What follows belongs to an exercise in optimizing a design on an open flow for small area and a short achievable clock period; a production flow would make more cautious choices. Where RTL was checked, it was by simulation tests only, not by an equivalence proof against the original.

==> inputs of build 18 <==
==> flow/design.v <==
`timescale 1ns/1ps
module ao8 (
    input  logic [7:0] s,
    input  logic [7:0] d,
    output logic       y
);
    assign y = |(s & d);
endmodule
module nor2m (input logic a, b, output logic y);
    assign y = ~(a | b);
endmodule
module nor3m (input logic a, b, c, output logic y);
    assign y = ~(a | b | c);
endmodule
module nand4m (input logic a, b, c, d, output logic y);
    assign y = ~(a & b & c & d);
endmodule
module pre3k (
    input  logic [2:0] a,
    input  logic       idle,
    input  logic       k,
    input  logic [7:0] t,
    input  logic       tk,
    output logic [7:0] y_n
);
    always_comb begin
        for (int i = 0; i < 8; i++)
            y_n[i] = ~((idle && k && a == i[2:0]) || (t[i] && tk));
    end
endmodule
module pre3u (
    input  logic [2:0] a,
    input  logic       idle,
    input  logic [7:0] t,
    output logic [7:0] y_n
);
    always_comb begin
        for (int i = 0; i < 8; i++)
            y_n[i] = ~((idle && a == i[2:0]) || t[i]);
    end
endmodule
module wdat (
    input  logic [7:0] datain,
    input  logic       idle,
    input  logic       pat,
    output logic [7:0] wd
);
    assign wd = idle ? datain : {pat, 1'b0, pat, 1'b0, pat, 1'b0, pat, 1'b0};
endmodule
module bist #(
    parameter size   = 6,
    parameter length = 8
)(
    input  logic                 clk,
    input  logic                 rst,
    input  logic                 start,
    input  logic                 csin,
    input  logic                 rwbarin,
    input  logic                 opr,
    input  logic [size-1:0]      address,
    input  logic [length-1:0]    datain,
    output logic [length-1:0]    dataout,
    output logic                 fail
);
    logic       NbarT;
    logic       cout;
    logic [7:0] qlo;        
    logic [7:0] qhi;        
    logic       q6;         
    logic       pat;        
    wire next_T = NbarT ? ~cout : start;
    always_ff @(posedge clk or posedge rst) begin
        if (rst)
            NbarT <= 1'b0;
        else
            NbarT <= next_T;
    end
    always_ff @(posedge clk or posedge rst) begin
        if (rst) begin
            qlo <= 8'd0;
            qhi <= 8'd0;
        end else if (!next_T) begin
            qlo <= 8'd0;
            qhi <= 8'd0;
        end else if (!NbarT) begin
            qlo <= 8'd1;
            qhi <= 8'd1;
        end else begin
            qlo <= {qlo[6:0], qlo[7]};
            if (qlo[7])
                qhi <= {qhi[6:0], qhi[7]};
        end
    end
    always_ff @(posedge clk) begin
        if (!NbarT) begin
            q6   <= 1'b0;
            cout <= 1'b0;
        end else begin
            if (qlo[7] && qhi[7])
                q6 <= ~q6;
            cout <= qlo[7] && qhi[7] && q6;
        end
    end
    wire q_zero = qlo[0] && qhi[0] && !q6;
    always_ff @(posedge clk or posedge rst) begin
        if (rst)
            pat <= 1'b0;
        else if (NbarT && q_zero)
            pat <= 1'b1;
    end
    wire [7:0] P = {pat, 1'b0, pat, 1'b0, pat, 1'b0, pat, 1'b0};
    wire next_q6 = NbarT && (q6 ^ (qlo[7] && qhi[7]));
    logic idle, tr, tw;
    always_ff @(posedge clk or posedge rst) begin
        if (rst) begin
            idle <= 1'b1;
            tr   <= 1'b0;
            tw   <= 1'b0;
        end else begin
            idle <= ~next_T;
            tr   <= next_T && next_q6;
            tw   <= next_T && !next_q6;
        end
    end
    wire       we   = tw || (idle && !rwbarin);
    wire [7:0] wd   = idle ? datain : P;
    logic [7:0] rlo_n, rhi_n, wlo_n, whi_n;
    pre3k u_rlo (.a(address[2:0]), .idle(idle), .k(rwbarin),  .t(qlo), .tk(tr), .y_n(rlo_n));
    pre3u u_rhi (.a(address[5:3]), .idle(idle), .t(qhi), .y_n(rhi_n));
    pre3k u_wlo (.a(address[2:0]), .idle(idle), .k(~rwbarin), .t(qlo), .tk(tw), .y_n(wlo_n));
    pre3u u_whi (.a(address[5:3]), .idle(idle), .t(qhi), .y_n(whi_n));
    logic [63:0] rsel, wen;
    for (genvar r = 0; r < 64; r++) begin : g_sel
        nor2m u_rs (.a(rhi_n[r / 8]), .b(rlo_n[r % 8]), .y(rsel[r]));
        nor2m u_ws (.a(whi_n[r / 8]), .b(wlo_n[r % 8]), .y(wen[r]));
    end
    logic [7:0] mem [64];
    logic [7:0] wdg [4];
    for (genvar g = 0; g < 4; g++) begin : g_wd
        wdat u_wd (.datain(datain), .idle(idle), .pat(pat), .wd(wdg[g]));
    end
    for (genvar r = 0; r < 64; r++) begin : g_word
        always_ff @(posedge clk) begin
            if (wen[r])
                mem[r] <= wdg[r / 16];
        end
    end
    wire [7:0] bw = wd & {8{we}};
    logic [7:0] rd;
    for (genvar b = 0; b < 8; b++) begin : g_bit
        logic [63:0] col;
        logic [7:0]  p;
        logic [3:0]  n;
        for (genvar r = 0; r < 64; r++) begin : g_col
            assign col[r] = mem[r][b];
        end
        for (genvar m = 0; m < 8; m++) begin : g_p
            ao8 u_ao (.s(rsel[m*8 +: 8]), .d(col[m*8 +: 8]), .y(p[m]));
        end
        nor2m  u_n0 (.a(p[0]), .b(p[1]), .y(n[0]));
        nor2m  u_n1 (.a(p[2]), .b(p[3]), .y(n[1]));
        nor2m  u_n2 (.a(p[4]), .b(p[5]), .y(n[2]));
        nor3m  u_n3 (.a(p[6]), .b(p[7]), .c(bw[b]), .y(n[3]));
        nand4m u_rd (.a(n[0]), .b(n[1]), .c(n[2]), .d(n[3]), .y(rd[b]));
    end
    logic [7:0] dout;
    always_ff @(posedge clk) begin
        dout <= rd;
    end
    assign dataout = dout;
    always_ff @(posedge clk or posedge rst) begin
        if (rst)
            fail <= 1'b0;
        else if (NbarT && q_zero)
            fail <= 1'b0;
        else if (NbarT && opr && q6 && (dataout != P))
            fail <= 1'b1;
    end
endmodule
==> flow/run.sh <==
#!/bin/bash
# synth_recipe.tcl (not shown) runs the flow's synth.tcl, then flattens the netlist and writes it again
# the make line also repeats each setting of config.mk as NAME=value (left out here)
make -C /OpenROAD-flow-scripts/flow DESIGN_CONFIG=/design/flow/config.mk WORK_HOME=/design/flow/orfs CLKGATE_MAP_FILE= SYNTH_SCRIPT=/design/flow/synth_recipe.tcl finish
==> flow/config.mk <==
export PLATFORM = sky130hd
export DESIGN_NAME = bist
export DESIGN_NICKNAME = bist
export VERILOG_FILES = /design/flow/design.v
export SDC_FILE = /design/flow/constraint.sdc
export NUM_CORES = 4
export LEC_CHECK = 0
export CAP_MARGIN = 20
export CORE_MARGIN = 2
export CORE_UTILIZATION = 75
export CTS_CLUSTER_DIAMETER = 120
export CTS_CLUSTER_SIZE = 24
export SETUP_SLACK_MARGIN = 3.4
export SLEW_MARGIN = 20
export SYNTH_HIERARCHICAL = 1
==> flow/constraint.sdc <==
create_clock -name core_clock -period 6.0 [get_ports {clk}]
set_input_delay 1.2000 -clock core_clock [delete_from_list [all_inputs] [get_ports {clk}]]
set_output_delay 1.2000 -clock core_clock [all_outputs]
set_load 0.01 [all_outputs]
==> trial 25 (differences from build 18) <==
==> flow/design.v (replaced) <==
`timescale 1ns/1ps
module bist #(
    parameter size   = 6,
    parameter length = 8
)(
    input  logic                 clk,
    input  logic                 rst,
    input  logic                 start,
    input  logic                 csin,
    input  logic                 rwbarin,
    input  logic                 opr,
    input  logic [size-1:0]      address,
    input  logic [length-1:0]    datain,
    output logic [length-1:0]    dataout,
    output logic                 fail
);
    logic       NbarT;
    logic [6:0] q;
    logic       cout;
    logic       pat;        
    always_ff @(posedge clk or posedge rst) begin
        if (rst)
            NbarT <= 1'b0;
        else if (NbarT)
            NbarT <= ~cout;
        else
            NbarT <= start;
    end
    always_ff @(posedge clk) begin
        if (!NbarT) begin
            q    <= 7'd0;
            cout <= 1'b0;
        end else begin
            q    <= q + 7'd1;
            cout <= (q == 7'd127);
        end
    end
    wire q_zero = (q == 7'd0);
    always_ff @(posedge clk or posedge rst) begin
        if (rst)
            pat <= 1'b0;
        else if (NbarT && q_zero)
            pat <= 1'b1;
    end
    wire [7:0] P = {pat, 1'b0, pat, 1'b0, pat, 1'b0, pat, 1'b0};
    wire [5:0] a  = NbarT ? q[5:0] : address;
    wire       we = NbarT ? ~q[6]  : ~rwbarin;
    wire [7:0] wd = NbarT ? P      : datain;
    logic       pw;
    logic [5:0] pa;
    logic [7:0] pd;
    always_ff @(posedge clk) begin
        pw <= we;
        pa <= a;
        pd <= wd;
    end
    logic [7:0] mem [64];
    for (genvar r = 0; r < 64; r++) begin : g_word
        always_ff @(posedge clk) begin
            if (pw && pa == r[5:0])
                mem[r] <= pd;
        end
    end
    logic [15:0] lsel;
    always_comb begin
        for (int l = 0; l < 16; l++)
            lsel[l] = (a[3:0] == l[3:0]);
    end
    wire lhit = pw && (pa[3:0] == a[3:0]);
    logic [7:0] cand [4];
    logic [1:0] hsel;
    for (genvar j = 0; j < 4; j++) begin : g_cand
        logic [7:0] rd;
        always_comb begin
            rd = 8'd0;
            for (int l = 0; l < 16; l++)
                rd = rd | (mem[j*16 + l] & {8{lsel[l]}});
        end
        always_ff @(posedge clk) begin
            if (we)
                cand[j] <= wd;
            else if (lhit && pa[5:4] == j[1:0])
                cand[j] <= pd;
            else
                cand[j] <= rd;
        end
    end
    always_ff @(posedge clk) begin
        hsel <= a[5:4];
    end
    assign dataout = cand[hsel];
    always_ff @(posedge clk or posedge rst) begin
        if (rst)
            fail <= 1'b0;
        else if (NbarT && q_zero)
            fail <= 1'b0;
        else if (NbarT && opr && q[6] && (dataout != P))
            fail <= 1'b1;
    end
endmodule
- CORE_UTILIZATION: 75 -> 60
- SETUP_SLACK_MARGIN: 3.4 -> 3.0
- SYNTH_HIERARCHICAL: 1 -> not set
==> trial 21 (differences from build 18) <==
--- a/flow/design.v
+++ b/flow/design.v
@@ -16,18 +16,5 @@
     assign y = ~(a & b & c & d);
 endmodule
-module pre3k (
-    input  logic [2:0] a,
-    input  logic       idle,
-    input  logic       k,
-    input  logic [7:0] t,
-    input  logic       tk,
-    output logic [7:0] y_n
-);
-    always_comb begin
-        for (int i = 0; i < 8; i++)
-            y_n[i] = ~((idle && k && a == i[2:0]) || (t[i] && tk));
-    end
-endmodule
-module pre3u (
+module pre3 (
     input  logic [2:0] a,
     input  logic       idle,
@@ -40,11 +27,24 @@
     end
 endmodule
+module sel8 (
+    input  logic       hi_n,
+    input  logic [7:0] lo_n,
+    input  logic       test,
+    input  logic       q6,
+    input  logic       rwbarin,
+    output logic [7:0] rsel,
+    output logic [7:0] wen
+);
+    wire we = test ? ~q6 : ~rwbarin;
+    assign rsel = ~({8{hi_n}} | lo_n | {8{we}});
+    assign wen  = ~({8{hi_n}} | lo_n | {8{~we}});
+endmodule
 module wdat (
     input  logic [7:0] datain,
-    input  logic       idle,
+    input  logic       test,
     input  logic       pat,
     output logic [7:0] wd
 );
-    assign wd = idle ? datain : {pat, 1'b0, pat, 1'b0, pat, 1'b0, pat, 1'b0};
+    assign wd = test ? {pat, 1'b0, pat, 1'b0, pat, 1'b0, pat, 1'b0} : datain;
 endmodule
 module bist #(
@@ -110,33 +110,19 @@
     end
     wire [7:0] P = {pat, 1'b0, pat, 1'b0, pat, 1'b0, pat, 1'b0};
-    wire next_q6 = NbarT && (q6 ^ (qlo[7] && qhi[7]));
-    logic idle, tr, tw;
-    always_ff @(posedge clk or posedge rst) begin
-        if (rst) begin
-            idle <= 1'b1;
-            tr   <= 1'b0;
-            tw   <= 1'b0;
-        end else begin
-            idle <= ~next_T;
-            tr   <= next_T && next_q6;
-            tw   <= next_T && !next_q6;
-        end
-    end
-    wire       we   = tw || (idle && !rwbarin);
-    wire [7:0] wd   = idle ? datain : P;
-    logic [7:0] rlo_n, rhi_n, wlo_n, whi_n;
-    pre3k u_rlo (.a(address[2:0]), .idle(idle), .k(rwbarin),  .t(qlo), .tk(tr), .y_n(rlo_n));
-    pre3u u_rhi (.a(address[5:3]), .idle(idle), .t(qhi), .y_n(rhi_n));
-    pre3k u_wlo (.a(address[2:0]), .idle(idle), .k(~rwbarin), .t(qlo), .tk(tw), .y_n(wlo_n));
-    pre3u u_whi (.a(address[5:3]), .idle(idle), .t(qhi), .y_n(whi_n));
+    wire       idle = ~NbarT;
+    wire       we   = NbarT ? ~q6 : ~rwbarin;
+    wire [7:0] wd   = NbarT ? P   : datain;
+    logic [7:0] lo_n, hi_n;
+    pre3 u_lo (.a(address[2:0]), .idle(idle), .t(qlo), .y_n(lo_n));
+    pre3 u_hi (.a(address[5:3]), .idle(idle), .t(qhi), .y_n(hi_n));
     logic [63:0] rsel, wen;
-    for (genvar r = 0; r < 64; r++) begin : g_sel
-        nor2m u_rs (.a(rhi_n[r / 8]), .b(rlo_n[r % 8]), .y(rsel[r]));
-        nor2m u_ws (.a(whi_n[r / 8]), .b(wlo_n[r % 8]), .y(wen[r]));
+    for (genvar h = 0; h < 8; h++) begin : g_sel
+        sel8 u_sel (.hi_n(hi_n[h]), .lo_n(lo_n), .test(NbarT), .q6(q6),
+                    .rwbarin(rwbarin), .rsel(rsel[h*8 +: 8]), .wen(wen[h*8 +: 8]));
     end
     logic [7:0] mem [64];
     logic [7:0] wdg [4];
     for (genvar g = 0; g < 4; g++) begin : g_wd
-        wdat u_wd (.datain(datain), .idle(idle), .pat(pat), .wd(wdg[g]));
+        wdat u_wd (.datain(datain), .test(NbarT), .pat(pat), .wd(wdg[g]));
     end
     for (genvar r = 0; r < 64; r++) begin : g_word
- CORE_UTILIZATION: 75 -> 60
==> trial 5 (differences from build 18) <==
==> flow/flow/run.sh (new file) <==
#!/bin/bash
# The standard layout, with timing repair free to change a cell's
# footprint when it resizes it.
bash standard.sh MATCH_CELL_FOOTPRINT=0 finish > standard.log 2>&1
==> flow/standard.sh (new file) <==
#!/bin/bash
# synth_recipe.tcl (not shown) runs the flow's synth.tcl, then flattens the netlist and writes it again
# the make line also repeats each setting of config.mk as NAME=value (left out here)
make -C /OpenROAD-flow-scripts/flow DESIGN_CONFIG=/design/flow/config.mk WORK_HOME=/design/flow/orfs CLKGATE_MAP_FILE= SYNTH_SCRIPT=/design/flow/synth_recipe.tcl "${@:-finish}"
- CORE_UTILIZATION: 75 -> 60
removed: flow/run.sh
==> impl_metrics.env <==
export IMPL_status="finished clean"
export IMPL_cp_depth=8
export IMPL_required_ns=6.45
export IMPL_ys_ff_latch=541
export IMPL_worst_endpoint_arrival_ns=3.10
export IMPL_hpwl_mm=31.9
export IMPL_synth_area_leaders="edfxtp_1 (74%), a22oi_1 (9.2%), nor3_2 (3.5%), dfrtp_1 (2.3%), nand4_1 (2.2%)"
export IMPL_worst_slew_pin_slew_ns=0.781
export IMPL_wl_met2_mm=24.9
export IMPL_hold_ws_ns=0.553
export IMPL_irDropWorstVdd_uv=285
# the run above: trial 21

==> impl_metrics.env <==
export IMPL_status="finished clean"
export IMPL_final_cell_mix="edfxtp_1 (512), a22oi_1 (218), nor2_2 (92), nand4_1 (73), nor2_1 (65)"
export IMPL_hpwl_mm=32.0
export IMPL_io_pins=29
export IMPL_ys_ff_latch=544
export IMPL_cpPeakStageDelay_ns=0.39
export IMPL_synth_area_leaders="edfxtp_1 (76%), a22oi_1 (9.9%), nor2_1 (3.1%), dfrtp_1 (2.6%), nand4_1 (2.3%)"
export IMPL_required_ns=6.44
export IMPL_path_cells="buf_6 -> and3b_2 -> a32oi_4 -> buf_6 -> nor2_2 -> a22oi_1 -> nand4_1 -> nor2_4 -> nand4_1"
export IMPL_wl_per_cell_um=31.0
export IMPL_inverters=4
export IMPL_die_h_um=168
export IMPL_vias=12200
export IMPL_cp_depth=9
export IMPL_wl_met3_mm=5.90
export IMPL_irDropWorstVdd_uv=259
export IMPL_fin_ws_ns=3.34
export IMPL_final_setup_tns_ns=0
export IMPL_wl_met2_mm=24.2
export IMPL_worst_endpoint_arrival_ns=3.10
# the run above: build 18

==> impl_metrics.env <==
export IMPL_synth_distinct_cells=76
export IMPL_worst_slew_pin_slew_ns=1.20
export IMPL_die_h_um=198
export IMPL_status="finished clean"
export IMPL_postCtsSetupRepairBufs=22
export IMPL_hpwl_mm=42.0
export IMPL_cp_depth=3
export IMPL_worst_endpoint_arrival_ns=1.87
export IMPL_ys_ff_latch=570
export IMPL_hold_ws_ns=0.407
export IMPL_synth_top_area_share_pct=68.2
export IMPL_cp_start_kind="flip-flop"
export IMPL_hold_depth=1
export IMPL_path_clk_slew_ns=0.10
export IMPL_synth_area_leaders="edfxtp_1 (68%), dfxtp_1 (4.9%), a22oi_1 (2.2%), o21ai_0 (1.8%), nor2_1 (1.8%)"
export IMPL_hold_start="cout"
export IMPL_inverters=18
export IMPL_rows=70
export IMPL_cts_tree="built"
export IMPL_irDropWorstVdd_uv=296
# the run above: trial 25

==> impl_metrics.env <==
export IMPL_fillCellCount=2163
export IMPL_drtPass1Iterations=5
export IMPL_p_per_area_mw_per_mm2=260
export IMPL_synth_area_leaders="edfxtp_1 (76%), a22oi_1 (9.9%), nor2_1 (3.1%), dfrtp_1 (2.6%), nand4_1 (2.3%)"
export IMPL_maxPowerGroup="registers"
export IMPL_irDropWorstVdd_uv=235
export IMPL_status="finished clean"
export IMPL_ys_ff_latch=544
export IMPL_worst_endpoint_arrival_ns=2.85
export IMPL_worst_slew_pin_slew_ns=1.17
export IMPL_cp_depth=3
export IMPL_required_ns=6.22
export IMPL_hpwl_mm=33.3
export IMPL_hold_ws_ns=0.570
# the run above: trial 5

The RTL of trial 25 was laid out without a check of its function.

==> afterwards: timing with drivers on the ports <==
The flow's constraints put no driver on any port. The routed layouts listed below were extracted and timed again, unchanged, in two steps.
Step 1 sets driving cells, clkbuf_16 on the clock port and buf_2 on the other inputs (assumed; they add their load-dependent delay and slew).
Step 2 also shifts input and output timing later by t, the mid clock arrival at the registers, as if the neighbouring blocks saw the same clock.
Three values: no drivers, after step 1, after step 2; two values: the first two.
run	t, ns	slack for setup (ns)	latest minus earliest clock arrival (ns)	cell pins on the clock port's net
build 18	0.617	3.335 / 3.305 / 2.688	0.017 / 0.017	1
trial 25	0.663	2.928 / 2.867 / 2.369	0.033 / 0.033	1
trial 21	0.617	3.350 / 3.371 / 2.761	0.032 / 0.031	1
trial 5	0.623	3.367 / 3.358 / 2.735	0.026 / 0.027	1
After both steps every run listed still meets setup and hold. The setup slack of build 18, which loses most, moves by -0.030 ns with the drivers and by -0.647 ns with both steps.
